Source: an optimization exercise on an open RTL-to-GDS flow (aim: small area, a short achievable clock period and few clock cycles). Production flows keep margins and buffers that such runs may drop.
In this exercise RTL edits were held to simulation tests only and were not proved equivalent to the original.
No activity file was given, so power comes from the tool's default toggle rates.

==> design/flow/design.v <==
module microprocessor(
					input [7:0]data_in,
					input Enter,
					input Reset,
					input Clock,
					input testStart,
					input prog_we,
					input [4:0]prog_addr,
					output [7:0]dataOut,
					output Halt,
					output in_wait);
reg [7:0]  mem [0:31];
reg [3:0]  pcl;		 
reg [7:0]  pch;		 
reg [2:0]  op;		 
reg        f_ld, f_st, f_ari, f_in, f_hlt, f_jz, f_jp;	 
reg [31:0] ado;		 
reg        iv;		 
reg        m0_stale;	 
reg [7:0]  a;
reg        halt_o, wait_o;	 
reg [7:0] d;		 
reg [7:0] f;		 
reg       fwd;		 
integer k;
always @(*) begin
	d = 8'd0;
	f = 8'd0;
	fwd = 1'b0;
	for (k = 0; k < 32; k = k + 1) begin
		d = d | (mem[k] & {8{ado[k]}});
		f = f | (mem[k] & {8{pcl[k % 4] & pch[k / 4]}});
		fwd = fwd | (ado[k] & pcl[k % 4] & pch[k / 4]);
	end
end
wire taken  = (f_jz & a == 8'd0) | (f_jp & ~a[7]);
wire hold   = f_hlt | (f_in & ~(Enter & iv));
wire run    = ~Reset & ~m0_stale;		 
wire step   = run & ~hold;
wire [7:0] x = a ^ {8{op[0]}};
wire [7:0] g0 = x & d;
wire [7:0] p0 = x ^ d;
wire [7:0] g1, p1, g2, p2, g3;
genvar j;
generate
	for (j = 0; j < 8; j = j + 1) begin : pre
		if (j >= 1) begin
			assign g1[j] = g0[j] | (p0[j] & g0[j-1]);
			assign p1[j] = p0[j] & p0[j-1];
		end else begin
			assign g1[j] = g0[j];
			assign p1[j] = p0[j];
		end
		if (j >= 2) begin
			assign g2[j] = g1[j] | (p1[j] & g1[j-2]);
			assign p2[j] = p1[j] & p1[j-2];
		end else begin
			assign g2[j] = g1[j];
			assign p2[j] = p1[j];
		end
		if (j >= 4)
			assign g3[j] = g2[j] | (p2[j] & g2[j-4]);
		else
			assign g3[j] = g2[j];
	end
endgenerate
wire [7:0] carry = {g3[6:0], 1'b0};
wire [7:0] sum = p0 ^ carry ^ {8{op[0]}};
assign dataOut = a;
assign Halt    = halt_o;
assign in_wait = wait_o;
wire [7:0] a_next = f_ld ? d : (f_ari ? sum : data_in);
wire       a_load = step & (f_ld | f_ari | f_in);
wire [7:0] ir_next = ~run ? mem[0] : (taken ? d : (f_st & fwd ? a : f));
wire       ir_load = ~run | ~hold;
always @(posedge Clock or posedge Reset)
	if (Reset) begin
		iv     <= 1'b0;
		halt_o <= 1'b0;
		wait_o <= 1'b0;
	end else begin
		iv <= 1'b1;
		if (ir_load) begin
			halt_o <= ir_next[7:5] == 3'd7;
			wait_o <= ir_next[7:5] == 3'd4;
		end else begin
			halt_o <= f_hlt;
			wait_o <= f_in;
		end
	end
always @(posedge Clock)
	if (Reset)
		a <= 8'd0;
	else if (a_load)
		a <= a_next;
reg [3:0] tl;
reg [7:0] th;
always @(*) begin
	tl = 4'd0;
	th = 8'd0;
	for (k = 0; k < 32; k = k + 1) begin
		tl[k % 4] = tl[k % 4] | ado[k];
		th[k / 4] = th[k / 4] | ado[k];
	end
end
wire [3:0] bl = taken ? tl : pcl;	 
wire [7:0] bh = taken ? th : pch;
always @(posedge Clock) begin
	m0_stale <= Reset & (testStart | (prog_we & prog_addr == 5'd0));
	if (Reset) begin
		pcl <= 4'b0010;
		pch <= 8'b00000001;
	end else if (step) begin
		pcl <= {bl[2:0], bl[3]};
		pch <= bl[3] ? {bh[6:0], bh[7]} : bh;
	end
	if (ir_load) begin
		op  <= ir_next[7:5];
		f_ld  <= ir_next[7:5] == 3'd0;
		f_st  <= ir_next[7:5] == 3'd1;
		f_ari <= ir_next[7:6] == 2'b01;
		f_in  <= ir_next[7:5] == 3'd4;
		f_jz  <= ir_next[7:5] == 3'd5;
		f_jp  <= ir_next[7:5] == 3'd6;
		f_hlt <= ir_next[7:5] == 3'd7;
		ado <= 32'd1 << ir_next[4:0];
	end
end
function [7:0] boot;
	input [4:0] n;
	case (n)
	5'd0:  boot = 8'h80; 5'd1:  boot = 8'h3E; 5'd2:  boot = 8'h80; 5'd3:  boot = 8'h3F;
	5'd4:  boot = 8'h1E; 5'd5:  boot = 8'h7F; 5'd6:  boot = 8'hB0; 5'd7:  boot = 8'hCC;
	5'd8:  boot = 8'h1F; 5'd9:  boot = 8'h7E; 5'd10: boot = 8'h3F; 5'd11: boot = 8'hC4;
	5'd12: boot = 8'h1E; 5'd13: boot = 8'h7F; 5'd14: boot = 8'h3E; 5'd15: boot = 8'hC4;
	5'd16: boot = 8'h1E; default: boot = 8'hFF;
	endcase
endfunction
wire [7:0] wd = prog_we ? data_in : a;
integer i;
always @(posedge Clock)
	for (i = 0; i < 32; i = i + 1)
		if ((prog_we & prog_addr == i) | (f_st & ado[i] & run))
			mem[i] <= wd;
		else if (testStart & i < 18)
			mem[i] <= boot(i);
endmodule
==> design/flow/run.sh <==
#!/bin/bash
# synth_recipe.tcl (not shown) runs the flow's synth.tcl, then flattens the netlist and writes it again
# the make line also repeats each setting of config.mk as NAME=value (left out here)
make -C /OpenROAD-flow-scripts/flow DESIGN_CONFIG=/design/flow/config.mk WORK_HOME=/design/flow/orfs CLKGATE_MAP_FILE= SYNTH_SCRIPT=/design/flow/synth_recipe.tcl finish
==> design/flow/config.mk <==
export PLATFORM = sky130hd
export DESIGN_NAME = microprocessor
export DESIGN_NICKNAME = microprocessor
export VERILOG_FILES = /design/flow/design.v
export SDC_FILE = /design/flow/constraint.sdc
export NUM_CORES = 4
export LEC_CHECK = 0
export CAP_MARGIN = 20
export CORE_MARGIN = 2
export CORE_UTILIZATION = 45
export CTS_CLUSTER_DIAMETER = 100
export CTS_CLUSTER_SIZE = 20
export SETUP_SLACK_MARGIN = 3.9
export SLEW_MARGIN = 20
==> design/flow/constraint.sdc <==
create_clock -name core_clock -period 7.0 [get_ports {Clock}]
set_input_delay 1.4000 -clock core_clock [delete_from_list [all_inputs] [get_ports {Clock}]]
set_output_delay 1.4000 -clock core_clock [all_outputs]
set_load 0.01 [all_outputs]
==> run_results.csv, run 1 <==
group,metric,value,unit
grt,grt_pass1_vias,13500,
timing,hold_violations,0,
hold_path,hold_class,"reg -> reg",
synthesis,synth.top_cells.by_count,"edfxtp_1, a22oi_1, nand2_1, nor2_1, clkbuf_1",
setup_path,worst-path-stages,12,
synthesis,yosysMostFrequentCell,"edfxtp_1",
grt,grt_use_met2,58.71,%
grt,grt_max_degree,42,
setup_path,crit_buf_inv,1,
grt,gr-usage-met1,53.82,%
detailed_routing,via_per_inst,7.650,
floorplan,coreArea,34630,um2
placement,dpl_worst_slack,1.919,ns
setup_path,critPathKind,"reg -> reg",
final_layout,register_area,9382,um2
synthesis,syn_avg_cell_area,11.46,um2
pwr,power.leakage,0.005892,uW
cts,hold_buffers,0,
cts,cts_sinks,320,
setup_path,cp_cell_sequence,"buf_12 > a22o_1 > a221oi_2 > nand3_1 > or4_4 > ha_4 > and2_4 > nand2_2 > a22oi_2 > nor3_2 > or4_1 > a31oi_1",
final_layout,multiInputGateArea,6501,um2
detailed_routing,vias,14700,
outcome,outcome,"no timing/DRC/antenna violations",
setup_path,crit_slowest_cell,"or4_4",
setup_path,end_kind,"register",
timing,rsz0062_at_grt,"yes",
grt,grt_most_used_layer,"met2",
cts,cts_buffer_depth,3,
placement,routabilityCongestion,1.037,
synthesis,synth_area,15890,um2
detailed_routing,dr.pass1.iters,12,
setup_path,endpoint,"a[7]$_SDFFE_PP0P_",
synthesis,yosys.area.top_type_share,55.56,%
cts,tritoncts,"yes",
timing,fmax,0.3084,GHz
cts,numCtsBuffers,20,
job,drv_cap,0,
placement,port-buffer-count,27,
detailed_routing,antenna_left,0,
final_layout,n_fill_cell,2971,
detailed_routing,drtIter0Drc,3490,
floorplan,start_util,45.89,%
setup_path,r2r_slack,3.76,ns
floorplan,ios,28,
final_layout,fin_nets,1484,
cts,root_buffer,"clkbuf_16",
timing,finalMaxSlewViolations,0,
timing,hold_ws,0.5051,ns
floorplan,die_h,191.9,um
synthesis,synthFlopType,"edfxtp_1",
detailed_routing,drc_errors,0,
timing,min_period_over_period,46.33,%
setup_path,cp_data_arrival_time,3.71,ns
setup_path,required,7.46,ns
synthesis,netlist_instances,1386,
timing,worst_pin_slew,0.8330,ns
grt,grt_usage,43.26,%
detailed_routing,postRouteWirelength,79450,um
setup_path,critical-path-max-stage-delay,0.55,ns
floorplan,die_w,191.9,um
synthesis,synth-seq-cells,320,
grt,antenna_found_initial,2,
setup_path,cp_top_family,"simple AND/OR/NAND/NOR gates",
placement,hpwlAfterDp,51580,um
synthesis,ys_seq_area_share,58.93,%
final_layout,synthToLayoutAreaGrowth,16.56,%
grt,grt_pass1_wl,108400,um
final_layout,drive_gt1_share,20.26,%
detailed_routing,wl_per_cell,41.34,um
synthesis,syn-num-nets,1411,
cts,clock_latency,0.56,ns
pwr,power.density,421.0,nW/um2
setup_path,startpoint_type,"register",
synthesis,synthTopCellsByArea,"edfxtp_1, a22oi_1, nand2_1, dfxtp_1, nor2_1",
synthesis,synthesis.yosys.warnings,2,
timing,fin_crit,3.243,ns
synthesis,synth.distinct_cells,81,
pwr,ir_drop,284.0,uV
setup_path,r2r-end,"a[7]$_SDFFE_PP0P_",
setup_path,r2r_cells,12,
cts,clkTransAtPathRegs,0.08,ns
timing,fin_ws,3.757,ns
timing,final.setup.tns,0,ns
synthesis,synth_edf_count,294,
floorplan,die_area,36830,um2
timing,finalSetupViolCount,0,
setup_path,timing.rr.start,"ado[9]$_SDFFCE_PP0N_",
timing,clock_skew,0.02744,ns
timing,relSlewSlack,43.37,%
cts,cts-htree-levels,1,
synthesis,synth_top_cell_by_area,"edfxtp_1",
floorplan,num_rows,68,
grt,use_met3,20.57,%
setup_path,startpoint,"ado[9]$_SDFFCE_PP0N_",
setup_path,crit_fanout,5,
grt,overflow,0,
synthesis,async_flop_share,0.9375,%
## through the flow
step | instance area [um2] | power [uW] | cells | util [%]
final | 18520 | 7797 | 1922 | 53.49
after global routing | 18520 | 7925 | 1921 | 53.48
after CTS | 18090 | 7336 | 1900 | 52.23
after detailed placement | 16810 | 5846 | 1820 | 48.56
after global placement | 16820 | 5857 | 1820 | 48.57
after floorplan | 16020 | 4577 | 1386 | -
## cell usage in the layout, fill, tap and decap left out, drive strengths merged, types with 7 or more instances in the layout
| master | n |
|---|---|
| a222oi | 22 |
| nand3 | 40 |
| and2 | 11 |
| nor2b | 7 |
| xnor2 | 8 |
| nand2 | 135 |
| o21ai | 35 |
| inv | 27 |
| o22a | 7 |
| ha | 7 |
| o22ai | 18 |
| nor4 | 28 |
| mux2 | 8 |
| nand4 | 36 |
| dfxtp | 23 |
| a32o | 10 |
| a221oi | 7 |
| a22o | 22 |
| nor3 | 17 |
| nor2 | 123 |
| xor2 | 10 |
| a22oi | 229 |
| a21oi | 28 |
| buf | 134 |
| a31oi | 10 |
| nand2b | 21 |
| clkdlybuf4s50 | 22 |
| edfxtp | 294 |
| clkbuf | 28 |
| mux2i | 17 |
## flip-flops by register name, summed over array words and instances (netlist names), 4 cells and up
name / flops
a: 8
pcl: 4
mem: 256
pch: 8
ado: 32
## worst min-delay path by stage
stage,from,end,slack (ns),cells past startpoint
after global routing,f_in$_DFF_P_,wait_o$_DFF_PP0_,0.53,2
after floorplan,f_in$_DFF_P_,wait_o$_DFF_PP0_,0.46,2
after detailed placement,f_in$_DFF_P_,wait_o$_DFF_PP0_,0.50,2
after CTS,f_in$_DFF_P_,wait_o$_DFF_PP0_,0.51,2
after global placement,f_hlt$_DFF_P_,f_hlt$_DFF_P_,0.48,1
final,f_hlt$_DFF_P_,f_hlt$_DFF_P_,0.51,1
## power breakdown
part	leakage, uW	internal [uW]	switching (uW)	total [uW]
combinational	0.00271	1390	2620	4010
sequential	0.00291	2340	241	2590
clock	0.000272	536	670	1210
total	0.00589	4270	3530	7800
## final cells by class
type	instances	area share [%]
clock inverters	3	0.2229
diodes	1	0.01351
flip-flops and latches	320	50.65
well taps	455	3.074
repair buffers	158	7.397
inverters	31	0.7161
clock buffers	26	2.824
multi-input cells	928	35.10
## what timing repair did
action,in CTS,in global routing
buffers inserted,51,21
pin swaps,18,32
endpoints found under the setup margin,569,278
resized for setup,78,58
## cells by family (layout without fill, tap and decap cells)
group,after synthesis,in the layout,synth area share [%]
buf+inv,138,218,3.795
mux,25,25,1.638
compound gates,434,434,20.82
xor+xnor,18,18,0.9921
simple gates,442,442,13.19
other cells,1,2,0.02360
flops,320,320,58.93
fa+ha+maj,8,8,0.6142
## metal layers
metal / vias up / part of all wire [%]
li1: 5615 / -
met1: 7024 / 34
met2: 1562 / 38
met3: 496 / 18
met5: - / 0.19
met4: 6 / 9.8
Testbench counts, summed over its fixed seeds: cycles 48,466.
==> inputs of run 2 (changes only) <==
--- a/design/flow/config.mk
+++ b/design/flow/config.mk
@@ -11,4 +11,4 @@
 export CTS_CLUSTER_DIAMETER = 100
 export CTS_CLUSTER_SIZE = 20
-export SETUP_SLACK_MARGIN = 3.9
+export SETUP_SLACK_MARGIN = 3.8
 export SLEW_MARGIN = 20
==> run 2 against run 1 <==
Register-to-register slack worse by 0.05 ns. Sequential share of layout area up 0.066 points. Utilization is 0.16 points lower. Combinational power hardly changed. Largest power group unchanged. Critical endpoint is now a[6]$_SDFFE_PP0P_. Via count down 0.45%. Non-clock buffer count unchanged. Count of clock-buffer cells in the layout is 7 higher. Sequential power is essentially flat. Flip-flop and latch count stayed put. Die area stayed put. Wire length shrank 0.99%.
==> run_results.csv, run 2 <==
group,metric,value,unit
setup_path,crit_top_cell,"buf_4",
setup_path,cp_data_arrival_time,3.72,ns
pwr,power.leakage,0.005884,uW
cts,numCtsBuffers,20,
final_layout,fin_nets,1484,
cts,tritoncts,"yes",
synthesis,synth_area,15890,um2
setup_path,crit_buf_inv,5,
timing,fmax,0.3040,GHz
setup_path,required,7.43,ns
pwr,ir_drop,316.6,uV
synthesis,synth-seq-cells,320,
synthesis,syn-num-nets,1411,
detailed_routing,vias,14640,
detailed_routing,antenna_left,0,
setup_path,r2r_slack,3.71,ns
final_layout,stdcell_area,18470,um2
synthesis,synth.distinct_cells,81,
grt,grt_pass1_wl,106600,um
placement,dpl_cell_area,16710,um2
grt,grt_max_degree,44,
timing,finalSetupViolCount,0,
final_layout,synthToLayoutAreaGrowth,16.22,%
cts,cts_sinks,320,
floorplan,ios,28,
detailed_routing,via_per_inst,7.584,
placement,dpl_worst_slack,2.109,ns
timing,relSlewSlack,26.26,%
detailed_routing,dr.pass1.iters,20,
setup_path,startpoint_type,"register",
setup_path,cp_cell_sequence,"buf_6 > buf_12 > buf_4 > a22oi_1 > nand4_1 > nor4_2 > buf_4 > inv_1 > ha_1 > or3_1 > a221oi_1 > or4_1 > nand3_1",
synthesis,synthTopCellsByArea,"edfxtp_1, a22oi_1, nand2_1, dfxtp_1, nor2_1",
synthesis,async_flop_share,0.9375,%
pwr,power.density,423.0,nW/um2
job,drv_cap,0,
grt,grt_pass1_vias,13230,
floorplan,die_h,191.9,um
timing,finalMaxSlewViolations,0,
floorplan,die_area,36830,um2
hold_path,hold_class,"reg -> reg",
synthesis,synthesis.yosys.warnings,2,
timing,rsz0062_at_grt,"yes",
setup_path,end_kind,"register",
timing,fin_crit,3.289,ns
synthesis,synth_edf_count,294,
timing,fin_ws,3.711,ns
synthesis,netlist_instances,1386,
floorplan,coreArea,34630,um2
synthesis,synthFlopType,"edfxtp_1",
detailed_routing,wl_per_cell,40.76,um
synthesis,yosysMostFrequentCell,"edfxtp_1",
placement,routabilityCongestion,1.053,
grt,grt_usage,42.58,%
final_layout,n_fill_cell,3078,
final_layout,final_cell_mix,"edfxtp_1, a22oi_1, nand2_1",
final_layout,top_register,"mem",
setup_path,critPathKind,"reg -> reg",
pwr,finalPower,7812,uW
timing,hold_violations,0,
cts,clock_latency,0.56,ns
detailed_routing,drtIter0Drc,3317,
cts,hold_buffers,0,
floorplan,die_w,191.9,um
grt,overflow,0,
final_layout,layout_commonest_cell,"edfxtp_1",
final_layout,largest_reg_flops,256,
final_layout,reg.largest.list,"mem: 256 flops, ado: 32 flops",
setup_path,crit_slowest_cell,"a221oi_1",
timing,worst_pin_slew,1.085,ns
detailed_routing,drc_errors,0,
cts,cts-htree-levels,1,
detailed_routing,postRouteWirelength,78660,um
floorplan,num_rows,68,
setup_path,cp_top_family,"simple AND/OR/NAND/NOR gates",
setup_path,critical-path-max-stage-delay,0.48,ns
synthesis,syn_avg_cell_area,11.46,um2
grt,antenna_found_initial,4,
synthesis,yosys.area.top_type_share,55.56,%
synthesis,ys_seq_area_share,58.93,%
cts,cts_buffer_depth,3,
synthesis,synth.top_cells.by_count,"edfxtp_1, a22oi_1, nand2_1, nor2_1, clkbuf_1",
outcome,outcome,"no timing/DRC/antenna violations",
placement,hpwlAfterDp,51740,um
timing,final.setup.tns,0,ns
cts,root_buffer,"clkbuf_16",
final_layout,drive_gt1_share,19.01,%
floorplan,start_util,45.89,%
placement,port-buffer-count,27,
setup_path,crit_fanout,5,
synthesis,synth_top_cell_by_area,"edfxtp_1",
timing,min_period_over_period,46.99,%
timing,clock_skew,0.02713,ns
cts,clkTransAtPathRegs,0.09,ns
==> run 2: cells by family after synthesis <==
group                    after synthesis  synth area share (%)
multiplexers                          25                 1.638
AND/OR/NAND/NOR                      442                 13.19
flip-flops                           320                 58.93
adder cells (fa/ha/maj)                8                0.6142
buffers and inverters                138                 3.795
AO/OA/AOI/OAI                        434                 20.82
XOR/XNOR                              18                0.9921
other                                  1               0.02360
==> run 2: final timing paths <==
| path | start | endpoint | depth (start not counted) |
|---|---|---|---|
| worst max-delay path | ado[9]$_SDFFCE_PP0N_ | a[6]$_SDFFE_PP0P_ | 13 |
| worst min-delay path | f_hlt$_DFF_P_ | f_hlt$_DFF_P_ | 1 |
| worst max register to register | ado[9]$_SDFFCE_PP0N_ | a[6]$_SDFFE_PP0P_ | 13 |
| worst min register to register | f_hlt$_DFF_P_ | f_hlt$_DFF_P_ | 1 |
| max in group asynchronous | Reset | wait_o$_DFF_PP0_ | 2 |
| min in group asynchronous | Reset | iv$_DFF_PP0_ | 2 |
==> run 2: final cells by class <==
class | instances | area [um2] | share of cell area [%]
clock inverter | 3 | 38.79 | 0.2100
tap | 455 | 569.3 | 3.083
antenna | 2 | 5.005 | 0.02710
clock buffer | 33 | 549.3 | 2.974
sequential | 320 | 9366 | 50.72
inverter | 31 | 123.9 | 0.6707
timing repair buffer | 158 | 1393 | 7.541
multi-input combinational | 928 | 6422 | 34.78
==> run 2: repair_timing <==
action	CTS	global route
endpoints found under the setup margin	562	212
gates resized for setup	65	40
setup buffers	71	12
cloned	0	0
hold endpoints to repair	0	0
pin swaps	16	19
==> run 2: metal layers <==
layer | wire (um) | part of all wire [%] | vias up | GRT usage [%]
li1 | - | - | 5634 | -
met1 | 28350 | 36 | 7100 | 56.64
met2 | 30860 | 39 | 1502 | 58.12
met3 | 12920 | 16 | 395 | 18.07
met4 | 6381 | 8.1 | 6 | 23.34
met5 | 145 | 0.18 | - | 1.511
==> run 2: power breakdown <==
part | total, uW | internal [uW] | switching, uW
Combinational | 4010 | 1390 | 2620
Clock | 1230 | 551 | 680
Sequential | 2570 | 2340 | 231
==> run 2: metrics by stage <==
stage	util, %	cells	hold WS [ns]
finish	53.33	1930	0.5102
global route	53.32	1928	0.5438
CTS	52.45	1916	0.5102
detailed placement	48.26	1809	0.4899
global placement	48.26	1809	0.4744
floorplan	-	1386	0.4607

==> re-timing with driven ports <==
The flow's constraints put no driver on any port. The routed layouts listed below were extracted and timed again, unchanged, in two steps.
Step 1 assumes that a clkbuf_16 drives the clock port and a buf_2 every other input.
Step 2 also shifts input and output timing later by t, the mid clock arrival at the registers, as if the neighbouring blocks saw the same clock.
Slacks: no drivers / after step 1 / after step 2; pairs: no drivers / after step 1.
run | shift t [ns] | setup WS [ns] | hold slack, ns | slew at the worst register clock pin (ns)
run 1 | 0.605 | 3.757 / 3.757 / 3.262 | 0.505 / 0.505 / 0.505 | 0.10 / 0.10
run 2 | 0.601 | 3.711 / 3.711 / 3.182 | 0.510 / 0.510 / 0.510 | 0.10 / 0.10
After both steps every run listed still meets setup and hold. The setup slack of run 2, which loses most, moves by 0.000 ns with the drivers and by -0.529 ns with both steps.
